This design comes from an exercise in tuning for small area and a short achievable clock period on the open sky130 flow, not from production work.
Function was not checked in any run shown here: the RTL went through the layout flow alone.

==> flow/design.v <==
module MrSimSimulation(input clk, input reset,
    input [63:0] io_enq_dat,
    input  io_enq_val,
    output io_enq_rdy,
    output[63:0] io_deq_dat,
    output io_deq_val,
    input  io_deq_rdy
);
  reg [8:0] df0, df1, df2, df3, df4, df5;
  reg [15:0] p1, p2, p3;
  reg v1, v2, v3;
  reg [16:0] e0, e1, e2;
  reg [1:0] c3;
  wire [7:0] px = io_enq_dat[55:48];
  wire [7:0] py = io_enq_dat[63:56];
  wire [8:0] dn0 = {1'b0, io_enq_dat[7:0]} - {1'b0, px};
  wire [8:0] dn1 = {1'b0, io_enq_dat[15:8]} - {1'b0, py};
  wire [8:0] dn2 = {1'b0, io_enq_dat[23:16]} - {1'b0, px};
  wire [8:0] dn3 = {1'b0, io_enq_dat[31:24]} - {1'b0, py};
  wire [8:0] dn4 = {1'b0, io_enq_dat[39:32]} - {1'b0, px};
  wire [8:0] dn5 = {1'b0, io_enq_dat[47:40]} - {1'b0, py};
  wire pp1 = df0[0] & df0[1];
  wire pp2 = df0[0] & df0[2];
  wire pp3 = df0[0] & df0[3];
  wire pp4 = df0[0] & df0[4];
  wire pp5 = df0[0] & df0[5];
  wire pp6 = df0[0] & df0[6];
  wire pp7 = df0[0] & df0[7];
  wire pp8 = df0[1] & df0[2];
  wire pp9 = df0[1] & df0[3];
  wire pp10 = df0[1] & df0[4];
  wire pp11 = df0[1] & df0[5];
  wire pp12 = df0[1] & df0[6];
  wire pp13 = df0[1] & df0[7];
  wire pp14 = df0[2] & df0[3];
  wire pp15 = df0[2] & df0[4];
  wire pp16 = df0[2] & df0[5];
  wire pp17 = df0[2] & df0[6];
  wire pp18 = df0[2] & df0[7];
  wire pp19 = df0[3] & df0[4];
  wire pp20 = df0[3] & df0[5];
  wire pp21 = df0[3] & df0[6];
  wire pp22 = df0[3] & df0[7];
  wire pp23 = df0[4] & df0[5];
  wire pp24 = df0[4] & df0[6];
  wire pp25 = df0[4] & df0[7];
  wire pp26 = df0[5] & df0[6];
  wire pp27 = df0[5] & df0[7];
  wire pp28 = df0[6] & df0[7];
  wire pn29 = df0[8] & ~df0[0];
  wire pn30 = df0[8] & ~df0[1];
  wire pn31 = df0[8] & ~df0[2];
  wire pn32 = df0[8] & ~df0[3];
  wire pn33 = df0[8] & ~df0[4];
  wire pn34 = df0[8] & ~df0[5];
  wire pn35 = df0[8] & ~df0[6];
  wire pn36 = df0[8] & ~df0[7];
  wire pp37 = df1[0] & df1[1];
  wire pp38 = df1[0] & df1[2];
  wire pp39 = df1[0] & df1[3];
  wire pp40 = df1[0] & df1[4];
  wire pp41 = df1[0] & df1[5];
  wire pp42 = df1[0] & df1[6];
  wire pp43 = df1[0] & df1[7];
  wire pp44 = df1[1] & df1[2];
  wire pp45 = df1[1] & df1[3];
  wire pp46 = df1[1] & df1[4];
  wire pp47 = df1[1] & df1[5];
  wire pp48 = df1[1] & df1[6];
  wire pp49 = df1[1] & df1[7];
  wire pp50 = df1[2] & df1[3];
  wire pp51 = df1[2] & df1[4];
  wire pp52 = df1[2] & df1[5];
  wire pp53 = df1[2] & df1[6];
  wire pp54 = df1[2] & df1[7];
  wire pp55 = df1[3] & df1[4];
  wire pp56 = df1[3] & df1[5];
  wire pp57 = df1[3] & df1[6];
  wire pp58 = df1[3] & df1[7];
  wire pp59 = df1[4] & df1[5];
  wire pp60 = df1[4] & df1[6];
  wire pp61 = df1[4] & df1[7];
  wire pp62 = df1[5] & df1[6];
  wire pp63 = df1[5] & df1[7];
  wire pp64 = df1[6] & df1[7];
  wire pn65 = df1[8] & ~df1[0];
  wire pn66 = df1[8] & ~df1[1];
  wire pn67 = df1[8] & ~df1[2];
  wire pn68 = df1[8] & ~df1[3];
  wire pn69 = df1[8] & ~df1[4];
  wire pn70 = df1[8] & ~df1[5];
  wire pn71 = df1[8] & ~df1[6];
  wire pn72 = df1[8] & ~df1[7];
  wire s73 = df0[4] ^ df1[4];
  wire c74 = df0[4] & df1[4];
  wire s75, c76;
  kmfa us75 (.a(df0[8]), .b(df1[8]), .c(pn29), .s(s75), .co(c76));
  wire s77, c78;
  kmfa us77 (.a(df0[5]), .b(df1[5]), .c(pn30), .s(s77), .co(c78));
  wire s79, c80;
  kmfa us79 (.a(df0[3]), .b(df1[3]), .c(pp10), .s(s79), .co(c80));
  wire s81 = pp11 ^ pp15;
  wire c82 = pp11 & pp15;
  wire s83, c84;
  kmfa us83 (.a(pp12), .b(pp16), .c(pp19), .s(s83), .co(c84));
  wire s85, c86;
  kmfa us85 (.a(pp43), .b(pp48), .c(pp52), .s(s85), .co(c86));
  wire s87, c88;
  kmfa us87 (.a(pn65), .b(pp13), .c(pp17), .s(s87), .co(c88));
  wire s89, c90;
  kmfa us89 (.a(pp20), .b(pp49), .c(pp53), .s(s89), .co(c90));
  wire s91 = pp56 ^ c74;
  wire c92 = pp56 & c74;
  wire s93, c94;
  kmfa us93 (.a(pn66), .b(pp18), .c(pp21), .s(s93), .co(c94));
  wire s95, c96;
  kmfa us95 (.a(pp23), .b(pp54), .c(pp57), .s(s95), .co(c96));
  wire s97, c98;
  kmfa us97 (.a(pp59), .b(c76), .c(s77), .s(s97), .co(c98));
  wire s99, c100;
  kmfa us99 (.a(pn31), .b(pn67), .c(pp22), .s(s99), .co(c100));
  wire s101, c102;
  kmfa us101 (.a(pp24), .b(pp58), .c(pp60), .s(s101), .co(c102));
  wire s103, c104;
  kmfa us103 (.a(df0[6]), .b(df1[6]), .c(pn32), .s(s103), .co(c104));
  wire s105, c106;
  kmfa us105 (.a(pn68), .b(pp25), .c(pp26), .s(s105), .co(c106));
  wire s107, c108;
  kmfa us107 (.a(df0[2]), .b(df1[2]), .c(pp3), .s(s107), .co(c108));
  wire s109 = pp4 ^ pp40;
  wire c110 = pp4 & pp40;
  wire s111, c112;
  kmfa us111 (.a(pp14), .b(pp41), .c(pp46), .s(s111), .co(c112));
  wire s113 = pp5 ^ pp50;
  wire c114 = pp5 & pp50;
  wire s115, c116;
  kmfa us115 (.a(pp42), .b(pp47), .c(pp51), .s(s115), .co(c116));
  wire s117, c118;
  kmfa us117 (.a(pp6), .b(s81), .c(c80), .s(s117), .co(c118));
  wire s119, c120;
  kmfa us119 (.a(pp55), .b(pp7), .c(s73), .s(s119), .co(c120));
  wire s121, c122;
  kmfa us121 (.a(c82), .b(s83), .c(s85), .s(s121), .co(c122));
  wire s123, c124;
  kmfa us123 (.a(s91), .b(c84), .c(c86), .s(s123), .co(c124));
  wire s125, c126;
  kmfa us125 (.a(s75), .b(s87), .c(s89), .s(s125), .co(c126));
  wire s127, c128;
  kmfa us127 (.a(c92), .b(c88), .c(c90), .s(s127), .co(c128));
  wire s129, c130;
  kmfa us129 (.a(s93), .b(s95), .c(s97), .s(s129), .co(c130));
  wire s131, c132;
  kmfa us131 (.a(c78), .b(c94), .c(c96), .s(s131), .co(c132));
  wire s133, c134;
  kmfa us133 (.a(s101), .b(s99), .c(c98), .s(s133), .co(c134));
  wire s135, c136;
  kmfa us135 (.a(pp61), .b(pp62), .c(c100), .s(s135), .co(c136));
  wire s137, c138;
  kmfa us137 (.a(c102), .b(s103), .c(s105), .s(s137), .co(c138));
  wire s139, c140;
  kmfa us139 (.a(pn33), .b(pn69), .c(pp27), .s(s139), .co(c140));
  wire s141, c142;
  kmfa us141 (.a(pp63), .b(c104), .c(c106), .s(s141), .co(c142));
  wire s143, c144;
  kmfa us143 (.a(df0[7]), .b(df1[7]), .c(pn34), .s(s143), .co(c144));
  wire s145, c146;
  kmfa us145 (.a(pn70), .b(pp28), .c(pp64), .s(s145), .co(c146));
  wire s147 = df0[1] ^ df1[1];
  wire c148 = df0[1] & df1[1];
  wire s149 = pp39 ^ pp44;
  wire c150 = pp39 & pp44;
  wire s151, c152;
  kmfa us151 (.a(pp45), .b(pp9), .c(s109), .s(s151), .co(c152));
  wire s153, c154;
  kmfa us153 (.a(c110), .b(s113), .c(s111), .s(s153), .co(c154));
  wire s155, c156;
  kmfa us155 (.a(c114), .b(c112), .c(s115), .s(s155), .co(c156));
  wire s157, c158;
  kmfa us157 (.a(c116), .b(s119), .c(c118), .s(s157), .co(c158));
  wire s159, c160;
  kmfa us159 (.a(c120), .b(c122), .c(s123), .s(s159), .co(c160));
  wire s161, c162;
  kmfa us161 (.a(c124), .b(c126), .c(s127), .s(s161), .co(c162));
  wire s163, c164;
  kmfa us163 (.a(c128), .b(s131), .c(c130), .s(s163), .co(c164));
  wire s165, c166;
  kmfa us165 (.a(c132), .b(s135), .c(s137), .s(s165), .co(c166));
  wire s167, c168;
  kmfa us167 (.a(s139), .b(c136), .c(c138), .s(s167), .co(c168));
  wire s169, c170;
  kmfa us169 (.a(c140), .b(s143), .c(s145), .s(s169), .co(c170));
  wire s171, c172;
  kmfa us171 (.a(pn35), .b(pn71), .c(c144), .s(s171), .co(c172));
  wire s173 = df0[8] ^ df1[8] ^ pn36;
  wire s174 = pp1 ^ pp37;
  wire c175 = pp1 & pp37;
  wire s176, c177;
  kmfa us176 (.a(pp2), .b(pp38), .c(c148), .s(s176), .co(c177));
  wire s178, c179;
  kmfa us178 (.a(pp8), .b(s149), .c(s107), .s(s178), .co(c179));
  wire s180, c181;
  kmfa us180 (.a(c150), .b(c108), .c(s151), .s(s180), .co(c181));
  wire s182, c183;
  kmfa us182 (.a(s79), .b(c152), .c(s153), .s(s182), .co(c183));
  wire s184, c185;
  kmfa us184 (.a(c154), .b(s117), .c(s155), .s(s184), .co(c185));
  wire s186, c187;
  kmfa us186 (.a(c156), .b(s121), .c(s157), .s(s186), .co(c187));
  wire s188, c189;
  kmfa us188 (.a(s125), .b(c158), .c(s159), .s(s188), .co(c189));
  wire s190, c191;
  kmfa us190 (.a(c160), .b(s161), .c(s129), .s(s190), .co(c191));
  wire s192, c193;
  kmfa us192 (.a(c162), .b(s133), .c(s163), .s(s192), .co(c193));
  wire s194, c195;
  kmfa us194 (.a(c134), .b(s165), .c(c164), .s(s194), .co(c195));
  wire s196, c197;
  kmfa us196 (.a(s141), .b(c166), .c(s167), .s(s196), .co(c197));
  wire s198, c199;
  kmfa us198 (.a(c142), .b(s169), .c(c168), .s(s198), .co(c199));
  wire s200, c201;
  kmfa us200 (.a(c146), .b(c170), .c(s171), .s(s200), .co(c201));
  wire s202 = pn72 ^ s173 ^ c172;
  wire [16:0] dist0 = {c201, c199, c197, c195, c193, c191, c189, c187, c185, c183, c181, c179, c177, c175, s174, 1'b0, df0[0]} + {s202, s200, s198, s196, s194, s192, s190, s188, s186, s184, s182, s180, s178, s176, s147, 1'b0, df1[0]};
  wire pp203 = df2[0] & df2[1];
  wire pp204 = df2[0] & df2[2];
  wire pp205 = df2[0] & df2[3];
  wire pp206 = df2[0] & df2[4];
  wire pp207 = df2[0] & df2[5];
  wire pp208 = df2[0] & df2[6];
  wire pp209 = df2[0] & df2[7];
  wire pp210 = df2[1] & df2[2];
  wire pp211 = df2[1] & df2[3];
  wire pp212 = df2[1] & df2[4];
  wire pp213 = df2[1] & df2[5];
  wire pp214 = df2[1] & df2[6];
  wire pp215 = df2[1] & df2[7];
  wire pp216 = df2[2] & df2[3];
  wire pp217 = df2[2] & df2[4];
  wire pp218 = df2[2] & df2[5];
  wire pp219 = df2[2] & df2[6];
  wire pp220 = df2[2] & df2[7];
  wire pp221 = df2[3] & df2[4];
  wire pp222 = df2[3] & df2[5];
  wire pp223 = df2[3] & df2[6];
  wire pp224 = df2[3] & df2[7];
  wire pp225 = df2[4] & df2[5];
  wire pp226 = df2[4] & df2[6];
  wire pp227 = df2[4] & df2[7];
  wire pp228 = df2[5] & df2[6];
  wire pp229 = df2[5] & df2[7];
  wire pp230 = df2[6] & df2[7];
  wire pn231 = df2[8] & ~df2[0];
  wire pn232 = df2[8] & ~df2[1];
  wire pn233 = df2[8] & ~df2[2];
  wire pn234 = df2[8] & ~df2[3];
  wire pn235 = df2[8] & ~df2[4];
  wire pn236 = df2[8] & ~df2[5];
  wire pn237 = df2[8] & ~df2[6];
  wire pn238 = df2[8] & ~df2[7];
  wire pp239 = df3[0] & df3[1];
  wire pp240 = df3[0] & df3[2];
  wire pp241 = df3[0] & df3[3];
  wire pp242 = df3[0] & df3[4];
  wire pp243 = df3[0] & df3[5];
  wire pp244 = df3[0] & df3[6];
  wire pp245 = df3[0] & df3[7];
  wire pp246 = df3[1] & df3[2];
  wire pp247 = df3[1] & df3[3];
  wire pp248 = df3[1] & df3[4];
  wire pp249 = df3[1] & df3[5];
  wire pp250 = df3[1] & df3[6];
  wire pp251 = df3[1] & df3[7];
  wire pp252 = df3[2] & df3[3];
  wire pp253 = df3[2] & df3[4];
  wire pp254 = df3[2] & df3[5];
  wire pp255 = df3[2] & df3[6];
  wire pp256 = df3[2] & df3[7];
  wire pp257 = df3[3] & df3[4];
  wire pp258 = df3[3] & df3[5];
  wire pp259 = df3[3] & df3[6];
  wire pp260 = df3[3] & df3[7];
  wire pp261 = df3[4] & df3[5];
  wire pp262 = df3[4] & df3[6];
  wire pp263 = df3[4] & df3[7];
  wire pp264 = df3[5] & df3[6];
  wire pp265 = df3[5] & df3[7];
  wire pp266 = df3[6] & df3[7];
  wire pn267 = df3[8] & ~df3[0];
  wire pn268 = df3[8] & ~df3[1];
  wire pn269 = df3[8] & ~df3[2];
  wire pn270 = df3[8] & ~df3[3];
  wire pn271 = df3[8] & ~df3[4];
  wire pn272 = df3[8] & ~df3[5];
  wire pn273 = df3[8] & ~df3[6];
  wire pn274 = df3[8] & ~df3[7];
  wire s275 = df2[4] ^ df3[4];
  wire c276 = df2[4] & df3[4];
  wire s277, c278;
  kmfa us277 (.a(df2[8]), .b(df3[8]), .c(pn231), .s(s277), .co(c278));
  wire s279, c280;
  kmfa us279 (.a(df2[5]), .b(df3[5]), .c(pn232), .s(s279), .co(c280));
  wire s281, c282;
  kmfa us281 (.a(df2[3]), .b(df3[3]), .c(pp207), .s(s281), .co(c282));
  wire s283 = pp208 ^ pp213;
  wire c284 = pp208 & pp213;
  wire s285, c286;
  kmfa us285 (.a(pp209), .b(pp214), .c(pp218), .s(s285), .co(c286));
  wire s287, c288;
  kmfa us287 (.a(pp221), .b(pp245), .c(pp250), .s(s287), .co(c288));
  wire s289, c290;
  kmfa us289 (.a(pn267), .b(pp215), .c(pp219), .s(s289), .co(c290));
  wire s291, c292;
  kmfa us291 (.a(pp222), .b(pp251), .c(pp255), .s(s291), .co(c292));
  wire s293 = pp258 ^ c276;
  wire c294 = pp258 & c276;
  wire s295, c296;
  kmfa us295 (.a(pn268), .b(pp220), .c(pp223), .s(s295), .co(c296));
  wire s297, c298;
  kmfa us297 (.a(pp225), .b(pp256), .c(pp259), .s(s297), .co(c298));
  wire s299, c300;
  kmfa us299 (.a(pp261), .b(c278), .c(s279), .s(s299), .co(c300));
  wire s301, c302;
  kmfa us301 (.a(pn233), .b(pn269), .c(pp224), .s(s301), .co(c302));
  wire s303, c304;
  kmfa us303 (.a(pp226), .b(pp260), .c(pp262), .s(s303), .co(c304));
  wire s305, c306;
  kmfa us305 (.a(df2[6]), .b(df3[6]), .c(pn234), .s(s305), .co(c306));
  wire s307, c308;
  kmfa us307 (.a(pn270), .b(pp227), .c(pp228), .s(s307), .co(c308));
  wire s309, c310;
  kmfa us309 (.a(df2[2]), .b(df3[2]), .c(pp205), .s(s309), .co(c310));
  wire s311 = pp206 ^ pp211;
  wire c312 = pp206 & pp211;
  wire s313, c314;
  kmfa us313 (.a(pp212), .b(pp216), .c(pp243), .s(s313), .co(c314));
  wire s315 = pp248 ^ pp252;
  wire c316 = pp248 & pp252;
  wire s317, c318;
  kmfa us317 (.a(pp217), .b(pp244), .c(pp249), .s(s317), .co(c318));
  wire s319, c320;
  kmfa us319 (.a(pp253), .b(s283), .c(c282), .s(s319), .co(c320));
  wire s321, c322;
  kmfa us321 (.a(pp254), .b(pp257), .c(s275), .s(s321), .co(c322));
  wire s323, c324;
  kmfa us323 (.a(c284), .b(s285), .c(s287), .s(s323), .co(c324));
  wire s325, c326;
  kmfa us325 (.a(s293), .b(c286), .c(c288), .s(s325), .co(c326));
  wire s327, c328;
  kmfa us327 (.a(s277), .b(s289), .c(s291), .s(s327), .co(c328));
  wire s329, c330;
  kmfa us329 (.a(c294), .b(c290), .c(c292), .s(s329), .co(c330));
  wire s331, c332;
  kmfa us331 (.a(s295), .b(s297), .c(s299), .s(s331), .co(c332));
  wire s333, c334;
  kmfa us333 (.a(c280), .b(c296), .c(c298), .s(s333), .co(c334));
  wire s335, c336;
  kmfa us335 (.a(s301), .b(s303), .c(c300), .s(s335), .co(c336));
  wire s337, c338;
  kmfa us337 (.a(pp263), .b(pp264), .c(c302), .s(s337), .co(c338));
  wire s339, c340;
  kmfa us339 (.a(c304), .b(s305), .c(s307), .s(s339), .co(c340));
  wire s341, c342;
  kmfa us341 (.a(pn235), .b(pn271), .c(pp229), .s(s341), .co(c342));
  wire s343, c344;
  kmfa us343 (.a(pp265), .b(c306), .c(c308), .s(s343), .co(c344));
  wire s345, c346;
  kmfa us345 (.a(df2[7]), .b(df3[7]), .c(pn236), .s(s345), .co(c346));
  wire s347, c348;
  kmfa us347 (.a(pn272), .b(pp230), .c(pp266), .s(s347), .co(c348));
  wire s349 = df2[1] ^ df3[1];
  wire c350 = df2[1] & df3[1];
  wire s351 = pp210 ^ pp241;
  wire c352 = pp210 & pp241;
  wire s353, c354;
  kmfa us353 (.a(pp242), .b(pp247), .c(s311), .s(s353), .co(c354));
  wire s355, c356;
  kmfa us355 (.a(c312), .b(s315), .c(s281), .s(s355), .co(c356));
  wire s357, c358;
  kmfa us357 (.a(c316), .b(c314), .c(s317), .s(s357), .co(c358));
  wire s359, c360;
  kmfa us359 (.a(c318), .b(s321), .c(c320), .s(s359), .co(c360));
  wire s361, c362;
  kmfa us361 (.a(c322), .b(c324), .c(s325), .s(s361), .co(c362));
  wire s363, c364;
  kmfa us363 (.a(c326), .b(c328), .c(s329), .s(s363), .co(c364));
  wire s365, c366;
  kmfa us365 (.a(c330), .b(s333), .c(c332), .s(s365), .co(c366));
  wire s367, c368;
  kmfa us367 (.a(c334), .b(s337), .c(s339), .s(s367), .co(c368));
  wire s369, c370;
  kmfa us369 (.a(s341), .b(c338), .c(c340), .s(s369), .co(c370));
  wire s371, c372;
  kmfa us371 (.a(c342), .b(s345), .c(s347), .s(s371), .co(c372));
  wire s373, c374;
  kmfa us373 (.a(pn237), .b(pn273), .c(c346), .s(s373), .co(c374));
  wire s375 = df2[8] ^ df3[8] ^ pn238;
  wire s376 = pp203 ^ pp239;
  wire c377 = pp203 & pp239;
  wire s378, c379;
  kmfa us378 (.a(pp204), .b(pp240), .c(c350), .s(s378), .co(c379));
  wire s380, c381;
  kmfa us380 (.a(pp246), .b(s351), .c(s309), .s(s380), .co(c381));
  wire s382, c383;
  kmfa us382 (.a(c352), .b(c310), .c(s353), .s(s382), .co(c383));
  wire s384, c385;
  kmfa us384 (.a(s313), .b(c354), .c(s355), .s(s384), .co(c385));
  wire s386, c387;
  kmfa us386 (.a(c356), .b(s319), .c(s357), .s(s386), .co(c387));
  wire s388, c389;
  kmfa us388 (.a(c358), .b(s323), .c(s359), .s(s388), .co(c389));
  wire s390, c391;
  kmfa us390 (.a(s327), .b(c360), .c(s361), .s(s390), .co(c391));
  wire s392, c393;
  kmfa us392 (.a(c362), .b(s363), .c(s331), .s(s392), .co(c393));
  wire s394, c395;
  kmfa us394 (.a(c364), .b(s335), .c(s365), .s(s394), .co(c395));
  wire s396, c397;
  kmfa us396 (.a(c336), .b(s367), .c(c366), .s(s396), .co(c397));
  wire s398, c399;
  kmfa us398 (.a(s343), .b(c368), .c(s369), .s(s398), .co(c399));
  wire s400, c401;
  kmfa us400 (.a(c344), .b(s371), .c(c370), .s(s400), .co(c401));
  wire s402, c403;
  kmfa us402 (.a(c348), .b(c372), .c(s373), .s(s402), .co(c403));
  wire s404 = pn274 ^ s375 ^ c374;
  wire [16:0] dist1 = {c403, c401, c399, c397, c395, c393, c391, c389, c387, c385, c383, c381, c379, c377, s376, 1'b0, df2[0]} + {s404, s402, s400, s398, s396, s394, s392, s390, s388, s386, s384, s382, s380, s378, s349, 1'b0, df3[0]};
  wire pp405 = df4[0] & df4[1];
  wire pp406 = df4[0] & df4[2];
  wire pp407 = df4[0] & df4[3];
  wire pp408 = df4[0] & df4[4];
  wire pp409 = df4[0] & df4[5];
  wire pp410 = df4[0] & df4[6];
  wire pp411 = df4[0] & df4[7];
  wire pp412 = df4[1] & df4[2];
  wire pp413 = df4[1] & df4[3];
  wire pp414 = df4[1] & df4[4];
  wire pp415 = df4[1] & df4[5];
  wire pp416 = df4[1] & df4[6];
  wire pp417 = df4[1] & df4[7];
  wire pp418 = df4[2] & df4[3];
  wire pp419 = df4[2] & df4[4];
  wire pp420 = df4[2] & df4[5];
  wire pp421 = df4[2] & df4[6];
  wire pp422 = df4[2] & df4[7];
  wire pp423 = df4[3] & df4[4];
  wire pp424 = df4[3] & df4[5];
  wire pp425 = df4[3] & df4[6];
  wire pp426 = df4[3] & df4[7];
  wire pp427 = df4[4] & df4[5];
  wire pp428 = df4[4] & df4[6];
  wire pp429 = df4[4] & df4[7];
  wire pp430 = df4[5] & df4[6];
  wire pp431 = df4[5] & df4[7];
  wire pp432 = df4[6] & df4[7];
  wire pn433 = df4[8] & ~df4[0];
  wire pn434 = df4[8] & ~df4[1];
  wire pn435 = df4[8] & ~df4[2];
  wire pn436 = df4[8] & ~df4[3];
  wire pn437 = df4[8] & ~df4[4];
  wire pn438 = df4[8] & ~df4[5];
  wire pn439 = df4[8] & ~df4[6];
  wire pn440 = df4[8] & ~df4[7];
  wire pp441 = df5[0] & df5[1];
  wire pp442 = df5[0] & df5[2];
  wire pp443 = df5[0] & df5[3];
  wire pp444 = df5[0] & df5[4];
  wire pp445 = df5[0] & df5[5];
  wire pp446 = df5[0] & df5[6];
  wire pp447 = df5[0] & df5[7];
  wire pp448 = df5[1] & df5[2];
  wire pp449 = df5[1] & df5[3];
  wire pp450 = df5[1] & df5[4];
  wire pp451 = df5[1] & df5[5];
  wire pp452 = df5[1] & df5[6];
  wire pp453 = df5[1] & df5[7];
  wire pp454 = df5[2] & df5[3];
  wire pp455 = df5[2] & df5[4];
  wire pp456 = df5[2] & df5[5];
  wire pp457 = df5[2] & df5[6];
  wire pp458 = df5[2] & df5[7];
  wire pp459 = df5[3] & df5[4];
  wire pp460 = df5[3] & df5[5];
  wire pp461 = df5[3] & df5[6];
  wire pp462 = df5[3] & df5[7];
  wire pp463 = df5[4] & df5[5];
  wire pp464 = df5[4] & df5[6];
  wire pp465 = df5[4] & df5[7];
  wire pp466 = df5[5] & df5[6];
  wire pp467 = df5[5] & df5[7];
  wire pp468 = df5[6] & df5[7];
  wire pn469 = df5[8] & ~df5[0];
  wire pn470 = df5[8] & ~df5[1];
  wire pn471 = df5[8] & ~df5[2];
  wire pn472 = df5[8] & ~df5[3];
  wire pn473 = df5[8] & ~df5[4];
  wire pn474 = df5[8] & ~df5[5];
  wire pn475 = df5[8] & ~df5[6];
  wire pn476 = df5[8] & ~df5[7];
  wire s477 = df4[4] ^ df5[4];
  wire c478 = df4[4] & df5[4];
  wire s479, c480;
  kmfa us479 (.a(df4[8]), .b(df5[8]), .c(pn433), .s(s479), .co(c480));
  wire s481, c482;
  kmfa us481 (.a(df4[5]), .b(df5[5]), .c(pn434), .s(s481), .co(c482));
  wire s483, c484;
  kmfa us483 (.a(df4[3]), .b(df5[3]), .c(pp409), .s(s483), .co(c484));
  wire s485 = pp410 ^ pp415;
  wire c486 = pp410 & pp415;
  wire s487, c488;
  kmfa us487 (.a(pp411), .b(pp416), .c(pp420), .s(s487), .co(c488));
  wire s489, c490;
  kmfa us489 (.a(pp423), .b(pp447), .c(pp452), .s(s489), .co(c490));
  wire s491, c492;
  kmfa us491 (.a(pn469), .b(pp417), .c(pp421), .s(s491), .co(c492));
  wire s493, c494;
  kmfa us493 (.a(pp424), .b(pp453), .c(pp457), .s(s493), .co(c494));
  wire s495 = pp460 ^ c478;
  wire c496 = pp460 & c478;
  wire s497, c498;
  kmfa us497 (.a(pn470), .b(pp422), .c(pp425), .s(s497), .co(c498));
  wire s499, c500;
  kmfa us499 (.a(pp427), .b(pp458), .c(pp461), .s(s499), .co(c500));
  wire s501, c502;
  kmfa us501 (.a(pp463), .b(c480), .c(s481), .s(s501), .co(c502));
  wire s503, c504;
  kmfa us503 (.a(pn435), .b(pn471), .c(pp426), .s(s503), .co(c504));
  wire s505, c506;
  kmfa us505 (.a(pp428), .b(pp462), .c(pp464), .s(s505), .co(c506));
  wire s507, c508;
  kmfa us507 (.a(df4[6]), .b(df5[6]), .c(pn436), .s(s507), .co(c508));
  wire s509, c510;
  kmfa us509 (.a(pn472), .b(pp429), .c(pp430), .s(s509), .co(c510));
  wire s511, c512;
  kmfa us511 (.a(df4[2]), .b(df5[2]), .c(pp407), .s(s511), .co(c512));
  wire s513 = pp408 ^ pp413;
  wire c514 = pp408 & pp413;
  wire s515, c516;
  kmfa us515 (.a(pp414), .b(pp418), .c(pp445), .s(s515), .co(c516));
  wire s517 = pp450 ^ pp454;
  wire c518 = pp450 & pp454;
  wire s519, c520;
  kmfa us519 (.a(pp419), .b(pp446), .c(pp451), .s(s519), .co(c520));
  wire s521, c522;
  kmfa us521 (.a(pp455), .b(s485), .c(c484), .s(s521), .co(c522));
  wire s523, c524;
  kmfa us523 (.a(pp456), .b(pp459), .c(s477), .s(s523), .co(c524));
  wire s525, c526;
  kmfa us525 (.a(c486), .b(s487), .c(s489), .s(s525), .co(c526));
  wire s527, c528;
  kmfa us527 (.a(s495), .b(c488), .c(c490), .s(s527), .co(c528));
  wire s529, c530;
  kmfa us529 (.a(s479), .b(s491), .c(s493), .s(s529), .co(c530));
  wire s531, c532;
  kmfa us531 (.a(c496), .b(c492), .c(c494), .s(s531), .co(c532));
  wire s533, c534;
  kmfa us533 (.a(s497), .b(s499), .c(s501), .s(s533), .co(c534));
  wire s535, c536;
  kmfa us535 (.a(c482), .b(c498), .c(c500), .s(s535), .co(c536));
  wire s537, c538;
  kmfa us537 (.a(s503), .b(s505), .c(c502), .s(s537), .co(c538));
  wire s539, c540;
  kmfa us539 (.a(pp465), .b(pp466), .c(c504), .s(s539), .co(c540));
  wire s541, c542;
  kmfa us541 (.a(c506), .b(s507), .c(s509), .s(s541), .co(c542));
  wire s543, c544;
  kmfa us543 (.a(pn437), .b(pn473), .c(pp431), .s(s543), .co(c544));
  wire s545, c546;
  kmfa us545 (.a(pp467), .b(c508), .c(c510), .s(s545), .co(c546));
  wire s547, c548;
  kmfa us547 (.a(df4[7]), .b(df5[7]), .c(pn438), .s(s547), .co(c548));
  wire s549, c550;
  kmfa us549 (.a(pn474), .b(pp432), .c(pp468), .s(s549), .co(c550));
  wire s551 = df4[1] ^ df5[1];
  wire c552 = df4[1] & df5[1];
  wire s553 = pp412 ^ pp443;
  wire c554 = pp412 & pp443;
  wire s555, c556;
  kmfa us555 (.a(pp444), .b(pp449), .c(s513), .s(s555), .co(c556));
  wire s557, c558;
  kmfa us557 (.a(c514), .b(s517), .c(s483), .s(s557), .co(c558));
  wire s559, c560;
  kmfa us559 (.a(c518), .b(c516), .c(s519), .s(s559), .co(c560));
  wire s561, c562;
  kmfa us561 (.a(c520), .b(s523), .c(c522), .s(s561), .co(c562));
  wire s563, c564;
  kmfa us563 (.a(c524), .b(c526), .c(s527), .s(s563), .co(c564));
  wire s565, c566;
  kmfa us565 (.a(c528), .b(c530), .c(s531), .s(s565), .co(c566));
  wire s567, c568;
  kmfa us567 (.a(c532), .b(s535), .c(c534), .s(s567), .co(c568));
  wire s569, c570;
  kmfa us569 (.a(c536), .b(s539), .c(s541), .s(s569), .co(c570));
  wire s571, c572;
  kmfa us571 (.a(s543), .b(c540), .c(c542), .s(s571), .co(c572));
  wire s573, c574;
  kmfa us573 (.a(c544), .b(s547), .c(s549), .s(s573), .co(c574));
  wire s575, c576;
  kmfa us575 (.a(pn439), .b(pn475), .c(c548), .s(s575), .co(c576));
  wire s577 = df4[8] ^ df5[8] ^ pn440;
  wire s578 = pp405 ^ pp441;
  wire c579 = pp405 & pp441;
  wire s580, c581;
  kmfa us580 (.a(pp406), .b(pp442), .c(c552), .s(s580), .co(c581));
  wire s582, c583;
  kmfa us582 (.a(pp448), .b(s553), .c(s511), .s(s582), .co(c583));
  wire s584, c585;
  kmfa us584 (.a(c554), .b(c512), .c(s555), .s(s584), .co(c585));
  wire s586, c587;
  kmfa us586 (.a(s515), .b(c556), .c(s557), .s(s586), .co(c587));
  wire s588, c589;
  kmfa us588 (.a(c558), .b(s521), .c(s559), .s(s588), .co(c589));
  wire s590, c591;
  kmfa us590 (.a(c560), .b(s525), .c(s561), .s(s590), .co(c591));
  wire s592, c593;
  kmfa us592 (.a(s529), .b(c562), .c(s563), .s(s592), .co(c593));
  wire s594, c595;
  kmfa us594 (.a(c564), .b(s565), .c(s533), .s(s594), .co(c595));
  wire s596, c597;
  kmfa us596 (.a(c566), .b(s537), .c(s567), .s(s596), .co(c597));
  wire s598, c599;
  kmfa us598 (.a(c538), .b(s569), .c(c568), .s(s598), .co(c599));
  wire s600, c601;
  kmfa us600 (.a(s545), .b(c570), .c(s571), .s(s600), .co(c601));
  wire s602, c603;
  kmfa us602 (.a(c546), .b(s573), .c(c572), .s(s602), .co(c603));
  wire s604, c605;
  kmfa us604 (.a(c550), .b(c574), .c(s575), .s(s604), .co(c605));
  wire s606 = pn476 ^ s577 ^ c576;
  wire [16:0] dist2 = {c605, c603, c601, c599, c597, c595, c593, c591, c589, c587, c585, c583, c581, c579, s578, 1'b0, df4[0]} + {s606, s604, s602, s600, s598, s596, s594, s592, s590, s588, s586, s584, s582, s580, s551, 1'b0, df5[0]};
  wire le20_g0 = e0[0] & ~e2[0];
  wire le20_p0 = e0[0] | ~e2[0];
  wire le20_g1 = e0[1] & ~e2[1];
  wire le20_p1 = e0[1] | ~e2[1];
  wire le20_g2 = e0[2] & ~e2[2];
  wire le20_p2 = e0[2] | ~e2[2];
  wire le20_g3 = e0[3] & ~e2[3];
  wire le20_p3 = e0[3] | ~e2[3];
  wire le20_g4 = e0[4] & ~e2[4];
  wire le20_p4 = e0[4] | ~e2[4];
  wire le20_g5 = e0[5] & ~e2[5];
  wire le20_p5 = e0[5] | ~e2[5];
  wire le20_g6 = e0[6] & ~e2[6];
  wire le20_p6 = e0[6] | ~e2[6];
  wire le20_g7 = e0[7] & ~e2[7];
  wire le20_p7 = e0[7] | ~e2[7];
  wire le20_g8 = e0[8] & ~e2[8];
  wire le20_p8 = e0[8] | ~e2[8];
  wire le20_g9 = e0[9] & ~e2[9];
  wire le20_p9 = e0[9] | ~e2[9];
  wire le20_g10 = e0[10] & ~e2[10];
  wire le20_p10 = e0[10] | ~e2[10];
  wire le20_g11 = e0[11] & ~e2[11];
  wire le20_p11 = e0[11] | ~e2[11];
  wire le20_g12 = e0[12] & ~e2[12];
  wire le20_p12 = e0[12] | ~e2[12];
  wire le20_g13 = e0[13] & ~e2[13];
  wire le20_p13 = e0[13] | ~e2[13];
  wire le20_g14 = e0[14] & ~e2[14];
  wire le20_p14 = e0[14] | ~e2[14];
  wire le20_g15 = e0[15] & ~e2[15];
  wire le20_p15 = e0[15] | ~e2[15];
  wire le20_g16 = e0[16] & ~e2[16];
  wire le20_p16 = e0[16] | ~e2[16];
  wire le20_G607 = le20_g1 | (le20_p1 & le20_g0);
  wire le20_P608 = le20_p1 & le20_p0;
  wire le20_G609 = le20_g3 | (le20_p3 & le20_g2);
  wire le20_P610 = le20_p3 & le20_p2;
  wire le20_G611 = le20_g5 | (le20_p5 & le20_g4);
  wire le20_P612 = le20_p5 & le20_p4;
  wire le20_G613 = le20_g7 | (le20_p7 & le20_g6);
  wire le20_P614 = le20_p7 & le20_p6;
  wire le20_G615 = le20_g9 | (le20_p9 & le20_g8);
  wire le20_P616 = le20_p9 & le20_p8;
  wire le20_G617 = le20_g11 | (le20_p11 & le20_g10);
  wire le20_P618 = le20_p11 & le20_p10;
  wire le20_G619 = le20_g13 | (le20_p13 & le20_g12);
  wire le20_P620 = le20_p13 & le20_p12;
  wire le20_G621 = le20_g15 | (le20_p15 & le20_g14);
  wire le20_P622 = le20_p15 & le20_p14;
  wire le20_G623 = le20_G609 | (le20_P610 & le20_G607);
  wire le20_P624 = le20_P610 & le20_P608;
  wire le20_G625 = le20_G613 | (le20_P614 & le20_G611);
  wire le20_P626 = le20_P614 & le20_P612;
  wire le20_G627 = le20_G617 | (le20_P618 & le20_G615);
  wire le20_P628 = le20_P618 & le20_P616;
  wire le20_G629 = le20_G621 | (le20_P622 & le20_G619);
  wire le20_P630 = le20_P622 & le20_P620;
  wire le20_G631 = le20_G625 | (le20_P626 & le20_G623);
  wire le20_P632 = le20_P626 & le20_P624;
  wire le20_G633 = le20_G629 | (le20_P630 & le20_G627);
  wire le20_P634 = le20_P630 & le20_P628;
  wire le20_G635 = le20_G633 | (le20_P634 & le20_G631);
  wire le20_P636 = le20_P634 & le20_P632;
  wire le20_G637 = le20_g16 | (le20_p16 & le20_G635);
  wire le20_P638 = le20_p16 & le20_P636;
  wire le20 = le20_G637 | le20_P638;
  wire le21_g0 = e1[0] & ~e2[0];
  wire le21_p0 = e1[0] | ~e2[0];
  wire le21_g1 = e1[1] & ~e2[1];
  wire le21_p1 = e1[1] | ~e2[1];
  wire le21_g2 = e1[2] & ~e2[2];
  wire le21_p2 = e1[2] | ~e2[2];
  wire le21_g3 = e1[3] & ~e2[3];
  wire le21_p3 = e1[3] | ~e2[3];
  wire le21_g4 = e1[4] & ~e2[4];
  wire le21_p4 = e1[4] | ~e2[4];
  wire le21_g5 = e1[5] & ~e2[5];
  wire le21_p5 = e1[5] | ~e2[5];
  wire le21_g6 = e1[6] & ~e2[6];
  wire le21_p6 = e1[6] | ~e2[6];
  wire le21_g7 = e1[7] & ~e2[7];
  wire le21_p7 = e1[7] | ~e2[7];
  wire le21_g8 = e1[8] & ~e2[8];
  wire le21_p8 = e1[8] | ~e2[8];
  wire le21_g9 = e1[9] & ~e2[9];
  wire le21_p9 = e1[9] | ~e2[9];
  wire le21_g10 = e1[10] & ~e2[10];
  wire le21_p10 = e1[10] | ~e2[10];
  wire le21_g11 = e1[11] & ~e2[11];
  wire le21_p11 = e1[11] | ~e2[11];
  wire le21_g12 = e1[12] & ~e2[12];
  wire le21_p12 = e1[12] | ~e2[12];
  wire le21_g13 = e1[13] & ~e2[13];
  wire le21_p13 = e1[13] | ~e2[13];
  wire le21_g14 = e1[14] & ~e2[14];
  wire le21_p14 = e1[14] | ~e2[14];
  wire le21_g15 = e1[15] & ~e2[15];
  wire le21_p15 = e1[15] | ~e2[15];
  wire le21_g16 = e1[16] & ~e2[16];
  wire le21_p16 = e1[16] | ~e2[16];
  wire le21_G639 = le21_g1 | (le21_p1 & le21_g0);
  wire le21_P640 = le21_p1 & le21_p0;
  wire le21_G641 = le21_g3 | (le21_p3 & le21_g2);
  wire le21_P642 = le21_p3 & le21_p2;
  wire le21_G643 = le21_g5 | (le21_p5 & le21_g4);
  wire le21_P644 = le21_p5 & le21_p4;
  wire le21_G645 = le21_g7 | (le21_p7 & le21_g6);
  wire le21_P646 = le21_p7 & le21_p6;
  wire le21_G647 = le21_g9 | (le21_p9 & le21_g8);
  wire le21_P648 = le21_p9 & le21_p8;
  wire le21_G649 = le21_g11 | (le21_p11 & le21_g10);
  wire le21_P650 = le21_p11 & le21_p10;
  wire le21_G651 = le21_g13 | (le21_p13 & le21_g12);
  wire le21_P652 = le21_p13 & le21_p12;
  wire le21_G653 = le21_g15 | (le21_p15 & le21_g14);
  wire le21_P654 = le21_p15 & le21_p14;
  wire le21_G655 = le21_G641 | (le21_P642 & le21_G639);
  wire le21_P656 = le21_P642 & le21_P640;
  wire le21_G657 = le21_G645 | (le21_P646 & le21_G643);
  wire le21_P658 = le21_P646 & le21_P644;
  wire le21_G659 = le21_G649 | (le21_P650 & le21_G647);
  wire le21_P660 = le21_P650 & le21_P648;
  wire le21_G661 = le21_G653 | (le21_P654 & le21_G651);
  wire le21_P662 = le21_P654 & le21_P652;
  wire le21_G663 = le21_G657 | (le21_P658 & le21_G655);
  wire le21_P664 = le21_P658 & le21_P656;
  wire le21_G665 = le21_G661 | (le21_P662 & le21_G659);
  wire le21_P666 = le21_P662 & le21_P660;
  wire le21_G667 = le21_G665 | (le21_P666 & le21_G663);
  wire le21_P668 = le21_P666 & le21_P664;
  wire le21_G669 = le21_g16 | (le21_p16 & le21_G667);
  wire le21_P670 = le21_p16 & le21_P668;
  wire le21 = le21_G669 | le21_P670;
  wire le10_g0 = e0[0] & ~e1[0];
  wire le10_p0 = e0[0] | ~e1[0];
  wire le10_g1 = e0[1] & ~e1[1];
  wire le10_p1 = e0[1] | ~e1[1];
  wire le10_g2 = e0[2] & ~e1[2];
  wire le10_p2 = e0[2] | ~e1[2];
  wire le10_g3 = e0[3] & ~e1[3];
  wire le10_p3 = e0[3] | ~e1[3];
  wire le10_g4 = e0[4] & ~e1[4];
  wire le10_p4 = e0[4] | ~e1[4];
  wire le10_g5 = e0[5] & ~e1[5];
  wire le10_p5 = e0[5] | ~e1[5];
  wire le10_g6 = e0[6] & ~e1[6];
  wire le10_p6 = e0[6] | ~e1[6];
  wire le10_g7 = e0[7] & ~e1[7];
  wire le10_p7 = e0[7] | ~e1[7];
  wire le10_g8 = e0[8] & ~e1[8];
  wire le10_p8 = e0[8] | ~e1[8];
  wire le10_g9 = e0[9] & ~e1[9];
  wire le10_p9 = e0[9] | ~e1[9];
  wire le10_g10 = e0[10] & ~e1[10];
  wire le10_p10 = e0[10] | ~e1[10];
  wire le10_g11 = e0[11] & ~e1[11];
  wire le10_p11 = e0[11] | ~e1[11];
  wire le10_g12 = e0[12] & ~e1[12];
  wire le10_p12 = e0[12] | ~e1[12];
  wire le10_g13 = e0[13] & ~e1[13];
  wire le10_p13 = e0[13] | ~e1[13];
  wire le10_g14 = e0[14] & ~e1[14];
  wire le10_p14 = e0[14] | ~e1[14];
  wire le10_g15 = e0[15] & ~e1[15];
  wire le10_p15 = e0[15] | ~e1[15];
  wire le10_g16 = e0[16] & ~e1[16];
  wire le10_p16 = e0[16] | ~e1[16];
  wire le10_G671 = le10_g1 | (le10_p1 & le10_g0);
  wire le10_P672 = le10_p1 & le10_p0;
  wire le10_G673 = le10_g3 | (le10_p3 & le10_g2);
  wire le10_P674 = le10_p3 & le10_p2;
  wire le10_G675 = le10_g5 | (le10_p5 & le10_g4);
  wire le10_P676 = le10_p5 & le10_p4;
  wire le10_G677 = le10_g7 | (le10_p7 & le10_g6);
  wire le10_P678 = le10_p7 & le10_p6;
  wire le10_G679 = le10_g9 | (le10_p9 & le10_g8);
  wire le10_P680 = le10_p9 & le10_p8;
  wire le10_G681 = le10_g11 | (le10_p11 & le10_g10);
  wire le10_P682 = le10_p11 & le10_p10;
  wire le10_G683 = le10_g13 | (le10_p13 & le10_g12);
  wire le10_P684 = le10_p13 & le10_p12;
  wire le10_G685 = le10_g15 | (le10_p15 & le10_g14);
  wire le10_P686 = le10_p15 & le10_p14;
  wire le10_G687 = le10_G673 | (le10_P674 & le10_G671);
  wire le10_P688 = le10_P674 & le10_P672;
  wire le10_G689 = le10_G677 | (le10_P678 & le10_G675);
  wire le10_P690 = le10_P678 & le10_P676;
  wire le10_G691 = le10_G681 | (le10_P682 & le10_G679);
  wire le10_P692 = le10_P682 & le10_P680;
  wire le10_G693 = le10_G685 | (le10_P686 & le10_G683);
  wire le10_P694 = le10_P686 & le10_P684;
  wire le10_G695 = le10_G689 | (le10_P690 & le10_G687);
  wire le10_P696 = le10_P690 & le10_P688;
  wire le10_G697 = le10_G693 | (le10_P694 & le10_G691);
  wire le10_P698 = le10_P694 & le10_P692;
  wire le10_G699 = le10_G697 | (le10_P698 & le10_G695);
  wire le10_P700 = le10_P698 & le10_P696;
  wire le10_G701 = le10_g16 | (le10_p16 & le10_G699);
  wire le10_P702 = le10_p16 & le10_P700;
  wire le10 = le10_G701 | le10_P702;
  wire [1:0] cls = (le20 & le21) ? 2'd2 : le10 ? 2'd1 : 2'd0;
  reg [17:0] q0, q1, q2, q3;
  reg [3:0] f;
  wire deq = io_deq_rdy & f[0];
  wire enq = v3 & ~f[3];
  wire [3:0] g = deq ? {1'b0, f[3:1]} : f;       
  wire [3:0] wsel = {4{enq}} & ~g & {g[2:0], 1'b1};
  wire [17:0] din = {p3, c3};
  always @(posedge clk) begin
    df0 <= dn0; df1 <= dn1; df2 <= dn2; df3 <= dn3; df4 <= dn4; df5 <= dn5;
    p1 <= io_enq_dat[63:48];
    e0 <= dist0; e1 <= dist1; e2 <= dist2;
    p2 <= p1;
    c3 <= cls;
    p3 <= p2;
    if (reset) begin
      v1 <= 1'b0; v2 <= 1'b0; v3 <= 1'b0;
      f <= 4'd0;
    end else begin
      v1 <= io_enq_val; v2 <= v1; v3 <= v2;
      f <= g | wsel;
    end
    if (wsel[0]) q0 <= din; else if (deq) q0 <= q1;
    if (wsel[1]) q1 <= din; else if (deq) q1 <= q2;
    if (wsel[2]) q2 <= din; else if (deq) q2 <= q3;
    if (wsel[3]) q3 <= din;
  end
  assign io_enq_rdy = 1'b1;
  assign io_deq_val = f[0];
  assign io_deq_dat = {32'd0, q0[17:2], 6'd0, q0[1:0], 8'hff};
endmodule
module kmfa(input a, input b, input c, output s, output co);
  assign s = a ^ b ^ c;
  assign co = (a & b) | (a & c) | (b & c);
endmodule
==> flow/flow/run.sh <==
#!/bin/bash
# Standard synthesis, then the standard layout with the resizer aiming for a setup slack margin
# and small port buffers.
set -euo pipefail
bash standard.sh synth > synth.log 2>&1
bash standard.sh SETUP_SLACK_MARGIN=12.5 BUFFER_PORTS_ARGS='-buffer_cell sky130_fd_sc_hd__buf_1'  finish > layout.log 2>&1
==> flow/standard.sh <==
#!/bin/bash
# synth_recipe.tcl (not shown) runs the flow's synth.tcl, then flattens the netlist and writes it again
# the make line also repeats each setting of config.mk as NAME=value (left out here)
make -C /OpenROAD-flow-scripts/flow DESIGN_CONFIG=/design/flow/config.mk WORK_HOME=/design/flow/orfs CLKGATE_MAP_FILE= SYNTH_SCRIPT=/design/flow/synth_recipe.tcl "${@:-finish}"
==> flow/config.mk <==
export PLATFORM = sky130hd
export DESIGN_NAME = MrSimSimulation
export DESIGN_NICKNAME = MrSimSimulation
export VERILOG_FILES = /design/flow/design.v
export SDC_FILE = /design/flow/constraint.sdc
export NUM_CORES = 4
export LEC_CHECK = 0
export CAP_MARGIN = 20
export CORE_MARGIN = 2
export CORE_UTILIZATION = 40
export CTS_BUF_LIST = sky130_fd_sc_hd__clkbuf_8
export CTS_CLUSTER_SIZE = 40
export PLACE_DENSITY = 0.6
export SLEW_MARGIN = 20
export SYNTH_HIERARCHICAL = 1
export SYNTH_MINIMUM_KEEP_SIZE = 0
==> flow/constraint.sdc <==
create_clock -name core_clock -period 17.0 [get_ports {clk}]
set_input_delay 3.4000 -clock core_clock [delete_from_list [all_inputs] [get_ports {clk}]]
set_output_delay 3.4000 -clock core_clock [all_outputs]
set_load 0.01 [all_outputs]
==> results.cfg, run 1 <==
[clock_network]
cts_buffers = 39
cts_buffer_depth = 3
cts_tree = yes
root_buffer = clkbuf_8
htreeDepth = 2
clk-insertion-delay-late_ns = 0.57
cts_hold_buf = 0
clock_sinks = 234
path_clk_slew_ns = 0.06

[setup_path]
crit_family = flip-flops
worstPathRequired_ns = 13.60
crit_path_end_kind = output port
startpoint_type = flip-flop
worstPathMaxFanout = 1
crit_chain = clkbuf_2
path_buf_inv = 1
arrival_ns = 1.13
rrSetupSlack_ns = 12.59
slowest_delay_ns = 0.41
reg2reg_to = e1[16]$_DFF_P_
rr_startpoint = df2[8]$_DFF_P_
criticalPathCategory = flip-flop to output port
cp_slowest_cell = edfxtp_1
r2r_cells = 13

[outcome]
status = finished clean

[global_routing]
grt_pass1_wl_mm = 57.4
overflow = 0
antenna_found_initial = 1
grt_util_all_layers = 0.180
grt_max_degree = 20
grt_pass1_vias = 10500

[worst_hold_path]
min_from = p2[15]$_DFF_P_
worstHoldPathCells = 0
min_path_type = flip-flop to flip-flop
hold_end = p3[15]$_DFF_P_

[placed_design]
place_ws_ns = 11.40
place_hpwl_mm = 28.5
place_congestion = 0.838
port_buffers = 86

[floorplanning]
coreArea_um2 = 39600
io_pins = 134
num_rows = 73
start_util = 0.404
dieWidth_um = 204
die-height_um = 204
dieArea_um2 = 41600

[synth]
synth_top_cell_by_area = fa_1
ys_seq_elements = 234
synthTopCellsByArea = fa_1 22%, dfxtp_1 20%, edfxtp_1 14%
ys_types = 62
yosys_warnings = 7
synth-edff-count = 72
synth_top_area_frac = 0.221
syn_area_per_cell_um2 = 11.5
yosys_most_used_dff = dfxtp_1
ys_seq_area_frac = 0.338
syn-cell-area_um2 = 16000
netlist_instances = 1394
ys_async_sr_fraction = 0

[final_layout]
syn_to_final_growth_pct = 13.9
antenna_cells = 0
drive_gt1_frac = 0.155
final_nets = 1883

[sta]
hold_viol = 0
setup_viol = 0
worstMarginPinSlew_ns = 0.965
maxSlewHeadroom = 0.357
post-route-min-period_ns = 4.53
rsz0062_at_grt = true
slew_violations = 0
skew_ns = 0.0347
finalCritPeriodShare = 0.266
max_freq_mhz = 221
setup_tns_ns = 0
timing.final.ws_setup_ns = 12.47

[routing]
drc_errors = 0
avgViaCountPerCell = 4.90
drt_pass1_iterations = 5
drtAntennaViolNets = 0
wl_per_cell_um = 17.7
first_iter_violations = 521
wl_mm = 36.8
vias = 10200

[job]
maxCapViolations = 0
==> worst reg2reg max path, delay by kind of cell (launching register included) <==
| family | cells | cell delay [ns] |
|---|---|---|
| compound gates | 5 | 0.96 |
| xor+xnor | 1 | 0.19 |
| simple gates | 1 | 0.17 |
| fa+ha+maj | 6 | 2.59 |
| flops | 1 | 0.39 |
==> synthesized netlist by cell type, types with 14 or more instances <==
cell      number
a21o_1        22
a21oi_1       58
and2_1       170
buf_4         47
dfxtp_1      162
edfxtp_1      72
fa_1         177
ha_1         117
inv_1         96
maj3_1        14
mux2_2        44
nand2_1       39
nand2b_1      21
nor2_1        39
nor2b_1       70
o21ai_0       47
xnor2_1       50
xor2_1        26
==> logic make-up after synthesis <==
group | count (synthesis) | synth area share
simple gates | 361 | 0.129
fa+ha+maj | 308 | 0.322
buf+inv | 147 | 0.0457
xor+xnor | 76 | 0.0416
mux | 55 | 0.0386
compound gates | 211 | 0.0847
other cells | 2 | 0.000469
flops | 234 | 0.338
==> through the flow <==
stage / instance area, µm² / std cells / hold WS [ns] / util
floorplan: 16500 / 1439 / 0.310 / -
global placement: 17100 / 1999 / 0.311 / 0.431
detailed placement: 17100 / 1999 / 0.312 / 0.431
CTS: 18000 / 2071 / 0.324 / 0.454
global route: 18200 / 2075 / 0.329 / 0.460
finish: 18200 / 2075 / 0.324 / 0.460
==> placed cells by master (no fill, tap or decap), types with 5 or more instances in the layout <==
cell type and n:
dfxtp_1 135, nand2_1 36, maj3_1 14, o21ai_1 23, xnor2_1 48, nand2b_1 20, inv_8 7, mux2_2 44
a21o_1 22, buf_1 56, xor2_1 26, edfxtp_1 72, buf_4 6, clkinv_2 11, a21oi_2 9, a21oi_1 50
nor2b_1 68, nor2_1 39, clkbuf_8 46, dfxtp_2 23, clkbuf_2 20, conb_1 47, ha_1 101, ha_4 16
mux2_1 10, fa_2 6, o22ai_1 9, and2_1 169, inv_1 89, o21a_1 8, buf_2 6, fa_1 171
o21bai_1 6, nand3_1 5, o21ai_0 25
==> final cells by class <==
cell class / count / area (µm²)
timing repair buffer: 91 / 433
multi-input combinational: 1059 / 10400
clock buffer: 46 / 633
tap: 525 / 657
clock inverter: 24 / 179
inverter: 96 / 444
sequential: 234 / 5450
fill: 3700 / 21400
==> sequential cells by signal (all words and copies together), names as in the netlist <==
register and count:
q0 18, q1 18, q2 18, q3 18, e0 17, e1 17, e2 17, p1 16
p2 16, p3 16, df0 9, df1 9, df2 9, df3 9, df4 9, df5 9
f 4, c3 2, v1 1, v2 1, v3 1
==> what timing repair did <==
| action | in CTS | in global routing |
|---|---|---|
| endpoints found under the setup margin | 151 | 72 |
| pin swaps | 1 | 12 |
| setup buffers | 2 | 3 |
| cloned | 0 | 1 |
| resized for setup | 33 | 70 |
==> per-layer routing <==
layer,part of all wire,vias up,global-route usage
met5,0,-,0
met4,0.036,0,0.0678
met3,0.052,61,0.0378
met2,0.46,234,0.290
met1,0.45,4983,0.237
li1,-,4880,-
==> how the worst max path moves through the flow <==
stage,start,to,cells after the start
2_1_floorplan,io_deq_rdy,q2[10]$_DFFE_PP_,7
3_3_place_gp,io_deq_rdy,q1[0]$_DFFE_PP_,3
3_5_place_dp,io_deq_rdy,q1[0]$_DFFE_PP_,3
4_1_cts,q0[13]$_DFFE_PP_,io_deq_dat[27],1
5_1_grt,q0[14]$_DFFE_PP_,io_deq_dat[28],1
6_report,q0[13]$_DFFE_PP_,io_deq_dat[27],1
==> per-module statistics from Yosys (local to each module, per instance) <==
module | cells | times used | cell area, µm²
MrSimSimulation | 1226 | 1 | 12600
kmfa | 1 | 168 | 20.0
==> inputs of run 2 (changes only) <==
--- a/flow/config.mk
+++ b/flow/config.mk
@@ -7,10 +7,10 @@
 export LEC_CHECK = 0
 export CAP_MARGIN = 20
 export CORE_MARGIN = 2
-export CORE_UTILIZATION = 40
+export CORE_UTILIZATION = 60
 export CTS_BUF_LIST = sky130_fd_sc_hd__clkbuf_8
 export CTS_CLUSTER_SIZE = 40
-export PLACE_DENSITY = 0.6
+export PLACE_DENSITY = 0.75
 export SLEW_MARGIN = 20
 export SYNTH_HIERARCHICAL = 1
 export SYNTH_MINIMUM_KEEP_SIZE = 0
==> results.cfg, run 2 <==
[synth]
synth_common_cells = 177 x fa_1, 170 x and2_1, 162 x dfxtp_1
ys_seq_area_frac = 0.338
syn_area_per_cell_um2 = 11.5
netlist_instances = 1394
yosys_warnings = 7
ys_types = 62
yosysMostFrequentCell = fa_1
ys_seq_elements = 234
synth_top_area_frac = 0.221
synth-edff-count = 72
ys_async_sr_fraction = 0
synthTopCellsByArea = fa_1 22%, dfxtp_1 20%, edfxtp_1 14%
syn-cell-area_um2 = 16000
yosys_most_used_dff = dfxtp_1
synth_top_cell_by_area = fa_1

[global_routing]
grt_pass1_vias = 10800
grt_pass1_wl_mm = 55.7
overflow = 0
grt_util_all_layers = 0.252
antenna_found_initial = 0
grt_max_degree = 20

[setup_path]
worstPathRequired_ns = 17.16
reg2reg_to = e1[15]$_DFF_P_
slowest_delay_ns = 0.76
rrSetupSlack_ns = 12.59
startpoint_type = input port
crit_family = compound AO/OA/AOI/OAI gates
crit_path_end_kind = flip-flop
cp_slowest_cell = o21ai_2
criticalPathCategory = input port to flip-flop
arrival_ns = 4.68
r2r_cells = 13
crit_chain = buf_2 -> nand2_8 -> nand2_2 -> nor2_1 -> a31oi_1 -> o21ai_2
crit_start = io_deq_rdy
worstPathMaxFanout = 18
path_buf_inv = 1
rr_startpoint = df2[2]$_DFF_P_

[clock_network]
cts_buffers = 39
root_buffer = clkbuf_8
path_clk_slew_ns = 0.06
htreeDepth = 2
cts_tree = yes
clk-insertion-delay-late_ns = 0.56
cts_buffer_depth = 3
clock_sinks = 234

[floorplanning]
dieArea_um2 = 28000
start_util = 0.612
num_rows = 59
dieWidth_um = 167
die-height_um = 167
coreArea_um2 = 26100
io_pins = 134

[routing]
wl_per_cell_um = 18.2
vias = 10300
drc_errors = 0
first_iter_violations = 490
drt_pass1_iterations = 17
wl_mm = 34.4
avgViaCountPerCell = 5.45
drtAntennaViolNets = 0

[worst_hold_path]
hold_end = p3[2]$_DFF_P_
min_path_type = flip-flop to flip-flop
worstHoldPathCells = 0
min_from = p2[2]$_DFF_P_

[sta]
maxSlewHeadroom = 0.376
setup_viol = 0
slew_violations = 0
hold_viol = 0
finalCritPeriodShare = 0.266
max_freq_mhz = 221
setup_tns_ns = 0
post-route-min-period_ns = 4.52
worstMarginPinSlew_ns = 0.936
hold_ws_ns = 0.323
rsz0062_at_grt = true
skew_ns = 0.0222

[placed_design]
place_hpwl_mm = 27.3
place_congestion = 0.899
port_buffers = 86

[outcome]
status = finished clean

[final_layout]
final_nets = 1884
final_common_cell = fa_1
fillers = 1988
antenna_cells = 0
multiInputGateArea_um2 = 10400
syn_to_final_growth_pct = 12.3
utilization = 0.688
drive_gt1_frac = 0.137
layout_common_cells = 171 x fa_1, 169 x and2_1, 145 x dfxtp_1
ff_latch_area_um2 = 5430

[job]
maxCapViolations = 0
-- run 2: repair_timing --
| action | 4_1_cts | 5_1_grt |
|---|---|---|
| resized for setup | 27 | 54 |
| hold buffers | 0 | 0 |
| cloned | 0 | 0 |
| setup endpoints to repair | 135 | 80 |
| buffers inserted | 1 | 6 |
| pin swaps | 1 | 23 |
-- run 2: how the worst max path moves through the flow --
stage                  endpoint  slack, ns  depth (start not counted)
3_5_place_dp    q0[2]$_DFFE_PP_      11.44                          5
3_3_place_gp    q0[1]$_DFFE_PP_      11.54                          5
2_1_floorplan  q2[10]$_DFFE_PP_      12.21                          7
4_1_cts         q2[6]$_DFFE_PP_      12.49                          6
5_1_grt         q2[9]$_DFFE_PP_      12.37                          6
6_report       q2[14]$_DFFE_PP_      12.48                          6
-- run 2: cells by family after synthesis --
kind of cell	count (synthesis)	share of synthesized area
adders and majority gates	308	0.322
and+or+nand+nor	361	0.129
buffers and inverters	147	0.0457
muxes	55	0.0386
other	2	0.000469
AOI/OAI and AO/OA	211	0.0847
xor gates and xnor gates	76	0.0416
DFF	234	0.338
-- run 2: area by class of cell --
| cell class | instances | share of cell area |
|---|---|---|
| Timing Repair Buffer | 93 | 0.0247 |
| Multi-Input combinational cell | 1058 | 0.577 |
| Clock inverter | 21 | 0.00912 |
| Inverter | 96 | 0.0245 |
| Tap cell | 335 | 0.0233 |
| Sequential cell | 234 | 0.302 |
| Clock buffer | 51 | 0.0391 |
-- run 2: Yosys stat by module, one instance, submodules excluded --
module           cells  flops+latches  cell area, µm²
MrSimSimulation   1226            234           12600
kmfa                 1              0            20.0
-- run 2: routing by layer --
| layer | global-route usage | vias up | wire length, µm |
|---|---|---|---|
| li1 | - | 4897 | - |
| met1 | 0.343 | 5090 | 15600 |
| met2 | 0.430 | 267 | 16600 |
| met3 | 0.0395 | 41 | 1640 |
| met4 | 0.0567 | 0 | 586 |
| met5 | 0 | - | 0 |
-- run 2: metrics by stage --
stage                     area, µm²  cells  worst slack (ns)
after floorplan               16500   1439             12.21
after global placement        16800   1809             11.54
after detailed placement      16800   1809             11.44
after CTS                     17800   1882             12.49
after global routing          18000   1888             12.37
final                         18000   1888             12.48
==> inputs of run 3 (changes only) <==
--- a/flow/design.v
+++ b/flow/design.v
@@ -7,10 +7,9 @@
     input  io_deq_rdy
 );
   reg [8:0] df0, df1, df2, df3, df4, df5;
-  reg [15:0] p1, p2, p3;
+  reg [15:0] p1, p2;
   reg v1, v2, v3;
   reg [16:0] e0, e1, e2;
-  reg [1:0] c3;
   wire [7:0] px = io_enq_dat[55:48];
   wire [7:0] py = io_enq_dat[63:56];
   wire [8:0] dn0 = {1'b0, io_enq_dat[7:0]} - {1'b0, px};
@@ -835,21 +834,20 @@
   wire deq = io_deq_rdy & f[0];
   wire enq = v3 & ~f[3];
   wire [3:0] g = deq ? {1'b0, f[3:1]} : f;       
-  wire [3:0] wsel = {4{enq}} & ~g & {g[2:0], 1'b1};
-  wire [17:0] din = {p3, c3};
+  wire [3:0] fn = g | ({4{enq}} & ~g & {g[2:0], 1'b1});
+  wire [3:0] wsel = {4{v2}} & ~fn & {fn[2:0], 1'b1};
+  wire [17:0] din = {p2, cls};
   always @(posedge clk) begin
     df0 <= dn0; df1 <= dn1; df2 <= dn2; df3 <= dn3; df4 <= dn4; df5 <= dn5;
     p1 <= io_enq_dat[63:48];
     e0 <= dist0; e1 <= dist1; e2 <= dist2;
     p2 <= p1;
-    c3 <= cls;
-    p3 <= p2;
     if (reset) begin
       v1 <= 1'b0; v2 <= 1'b0; v3 <= 1'b0;
       f <= 4'd0;
     end else begin
       v1 <= io_enq_val; v2 <= v1; v3 <= v2;
-      f <= g | wsel;
+      f <= fn;
     end
     if (wsel[0]) q0 <= din; else if (deq) q0 <= q1;
     if (wsel[1]) q1 <= din; else if (deq) q1 <= q2;
==> flow/flow/run.sh (replaced) <==
#!/bin/bash
# Standard synthesis, then the standard layout with the resizer aiming for a setup slack margin,
# small port buffers and a smaller clock tree.
set -euo pipefail
bash standard.sh synth > synth.log 2>&1
bash standard.sh SETUP_SLACK_MARGIN=12.5 BUFFER_PORTS_ARGS='-buffer_cell sky130_fd_sc_hd__buf_1'  finish > layout.log 2>&1
--- a/flow/config.mk
+++ b/flow/config.mk
@@ -7,10 +7,10 @@
 export LEC_CHECK = 0
 export CAP_MARGIN = 20
 export CORE_MARGIN = 2
-export CORE_UTILIZATION = 60
+export CORE_UTILIZATION = 40
 export CTS_BUF_LIST = sky130_fd_sc_hd__clkbuf_8
 export CTS_CLUSTER_SIZE = 40
-export PLACE_DENSITY = 0.75
+export PLACE_DENSITY = 0.6
 export SLEW_MARGIN = 20
 export SYNTH_HIERARCHICAL = 1
 export SYNTH_MINIMUM_KEEP_SIZE = 0
==> results.cfg, run 3 <==
[sta]
skew_ns = 0.0347
timing.final.ws_setup_ns = 12.37
hold_ws_ns = 0.327
setup_tns_ns = 0
post-route-min-period_ns = 4.63
setup_viol = 0
hold_viol = 0
slew_violations = 0
maxSlewHeadroom = 0.558
worstMarginPinSlew_ns = 0.663
max_freq_mhz = 216

[worst_hold_path]
min_path_type = flip-flop to flip-flop

[setup_path]
worstPathRequired_ns = 17.33
crit_start = io_deq_rdy
rrSetupSlack_ns = 12.59
endpoint = q2[6]$_DFFE_PP_
criticalPathCategory = input port to flip-flop
slowest_delay_ns = 0.39
r2r_cells = 13
reg2reg_to = e0[16]$_DFF_P_
rr_startpoint = df1[2]$_DFF_P_
startpoint_type = input port
worstPathMaxFanout = 5
crit_chain = buf_12 -> a21oi_4 -> nand2_2 -> nand2b_1 -> a221o_1 -> nor3_4 -> buf_6 -> buf_16 -> mux2_2
crit_path_end_kind = flip-flop

[final_layout]
fillers = 3540
layout_common_cells = 171 x fa_1, 169 x and2_1, 126 x dfxtp_1
final_common_cell = fa_1
syn_to_final_growth_pct = 15.3

[clock_network]
cts_tree = yes
cts_hold_buf = 0
cts_buffers = 37
clock_sinks = 216
cts_buffer_depth = 3
path_clk_slew_ns = 0.06
htreeDepth = 2

[synth]
ys_types = 63
synthTopCellsByArea = fa_1 22%, dfxtp_1 18%, edfxtp_1 14%
yosysMostFrequentCell = fa_1
ys_seq_area_frac = 0.320
ys_seq_elements = 216
syn-cell-area_um2 = 15800
synth_top_area_frac = 0.225
syn_area_per_cell_um2 = 11.3
synth_top_family_by_area = adder cells
netlist_instances = 1400
synth_common_cells = 177 x fa_1, 170 x and2_1, 144 x dfxtp_1
ys_async_sr_fraction = 0

[routing]
wl_per_cell_um = 17.8
vias = 10400
drtAntennaViolNets = 0
wl_mm = 37.1
avgViaCountPerCell = 4.97
drc_errors = 0
drt_pass1_iterations = 5

[global_routing]
grt_pass1_wl_mm = 58.9
grt_pass1_vias = 11000
antenna_found_initial = 4
grt_util_all_layers = 0.184
grt_max_degree = 21
overflow = 0

[placed_design]
place_congestion = 0.861
port_buffers = 86

[outcome]
status = finished clean

[floorplanning]
io_pins = 134
die-height_um = 203
start_util = 0.406

[job]
maxCapViolations = 0
==> run 3: through the flow <==
stage,area (µm²),std cells
2_1_floorplan,16400,1445
3_3_place_gp,16900,1994
3_5_place_dp,16900,1994
4_1_cts,17900,2071
5_1_grt,18200,2081
6_report,18200,2081
==> run 3: cell families (layout without fill, tap and decap cells) <==
logic type | after synthesis | after routing
simple gates | 385 | 385
fa+ha+maj | 308 | 308
flops | 216 | 216
compound gates | 211 | 212
buf+inv | 152 | 269
xor+xnor | 74 | 74
mux | 52 | 52
other cells | 2 | 47
==> run 3: per-module statistics from Yosys (local to each module, per instance) <==
| module | cells inside | area (µm²) |
|---|---|---|
| MrSimSimulation | 1232 | 12400 |
| kmfa | 1 | 20.0 |
==> run 3: per-layer routing <==
metal / wire length [µm] / global-route usage
met5: 0 / 0
met1: 17000 / 0.245
met3: 1550 / 0.0278
met2: 17600 / 0.308
met4: 988 / 0.0592
==> run 3: how the worst min path moves through the flow <==
stage          slack [ns]  cells after the start             end            from
2_1_floorplan        0.31                      0   p2[0]$_DFF_P_   p1[0]$_DFF_P_
3_3_place_gp         0.31                      0   p2[5]$_DFF_P_   p1[5]$_DFF_P_
3_5_place_dp         0.31                      0   p2[6]$_DFF_P_   p1[6]$_DFF_P_
4_1_cts              0.33                      0  p2[11]$_DFF_P_  p1[11]$_DFF_P_
5_1_grt              0.33                      0  p2[11]$_DFF_P_  p1[11]$_DFF_P_
6_report             0.33                      0  p2[11]$_DFF_P_  p1[11]$_DFF_P_
==> run 3: critical path: cells and delay by family <==
family / cells / cell delay, ns
muxes: 1 / 0.32
buffers and inverters: 3 / 0.36
AOI/OAI and AO/OA: 2 / 0.44
and+or+nand+nor: 3 / 0.42
==> run 3: timing repair <==
action,4_1_cts,5_1_grt
cloned,3,1
setup buffers,8,9
endpoints found under the setup margin,134,54
pin swaps,4,13
resized for setup,39,65
==> run 3: final cells by class <==
type | instances | area (µm²) | area share
timing repair buffer | 106 | 658 | 0.0362
clock inverter | 24 | 206 | 0.0113
sequential | 216 | 5070 | 0.279
multi-input combinational | 1078 | 10600 | 0.582
tap | 518 | 648 | 0.0356
clock buffer | 42 | 578 | 0.0318
inverter | 97 | 448 | 0.0246

-- re-timing with driven ports --
The flow's constraints put no driver on any port. The routed layouts listed below were extracted and timed again, unchanged, in two steps.
Step 1 sets driving cells, clkbuf_16 on the clock port and buf_2 on the other inputs (assumed; they add their load-dependent delay and slew).
Step 2 adds t to the input delays and takes it off the output delays; t is the mean of the earliest and latest rising clock arrival at the registers after step 1. Input paths then give back, and output paths get back, about the clock's delay inside the block.
a / b / c = ideal ports / drivers / drivers and shift; a / b = the first two.
run	t (ns)	slack for setup (ns)	hold slack, ns	slew at the worst register clock pin (ns)	pins driven straight from the clock port
run 1	0.601	12.472 / 12.423 / 11.946	0.324 / 0.324 / 0.324	0.07 / 0.07	1
run 2	0.589	12.480 / 12.489 / 11.914	0.323 / 0.323 / 0.323	0.07 / 0.07	1
run 3	0.605	12.374 / 12.307 / 11.702	0.327 / 0.327 / 0.327	0.07 / 0.07	1
After both steps setup and hold are still met in every run listed. The setup slack of run 3, which loses most, moves by -0.067 ns with the drivers and by -0.672 ns with both steps.
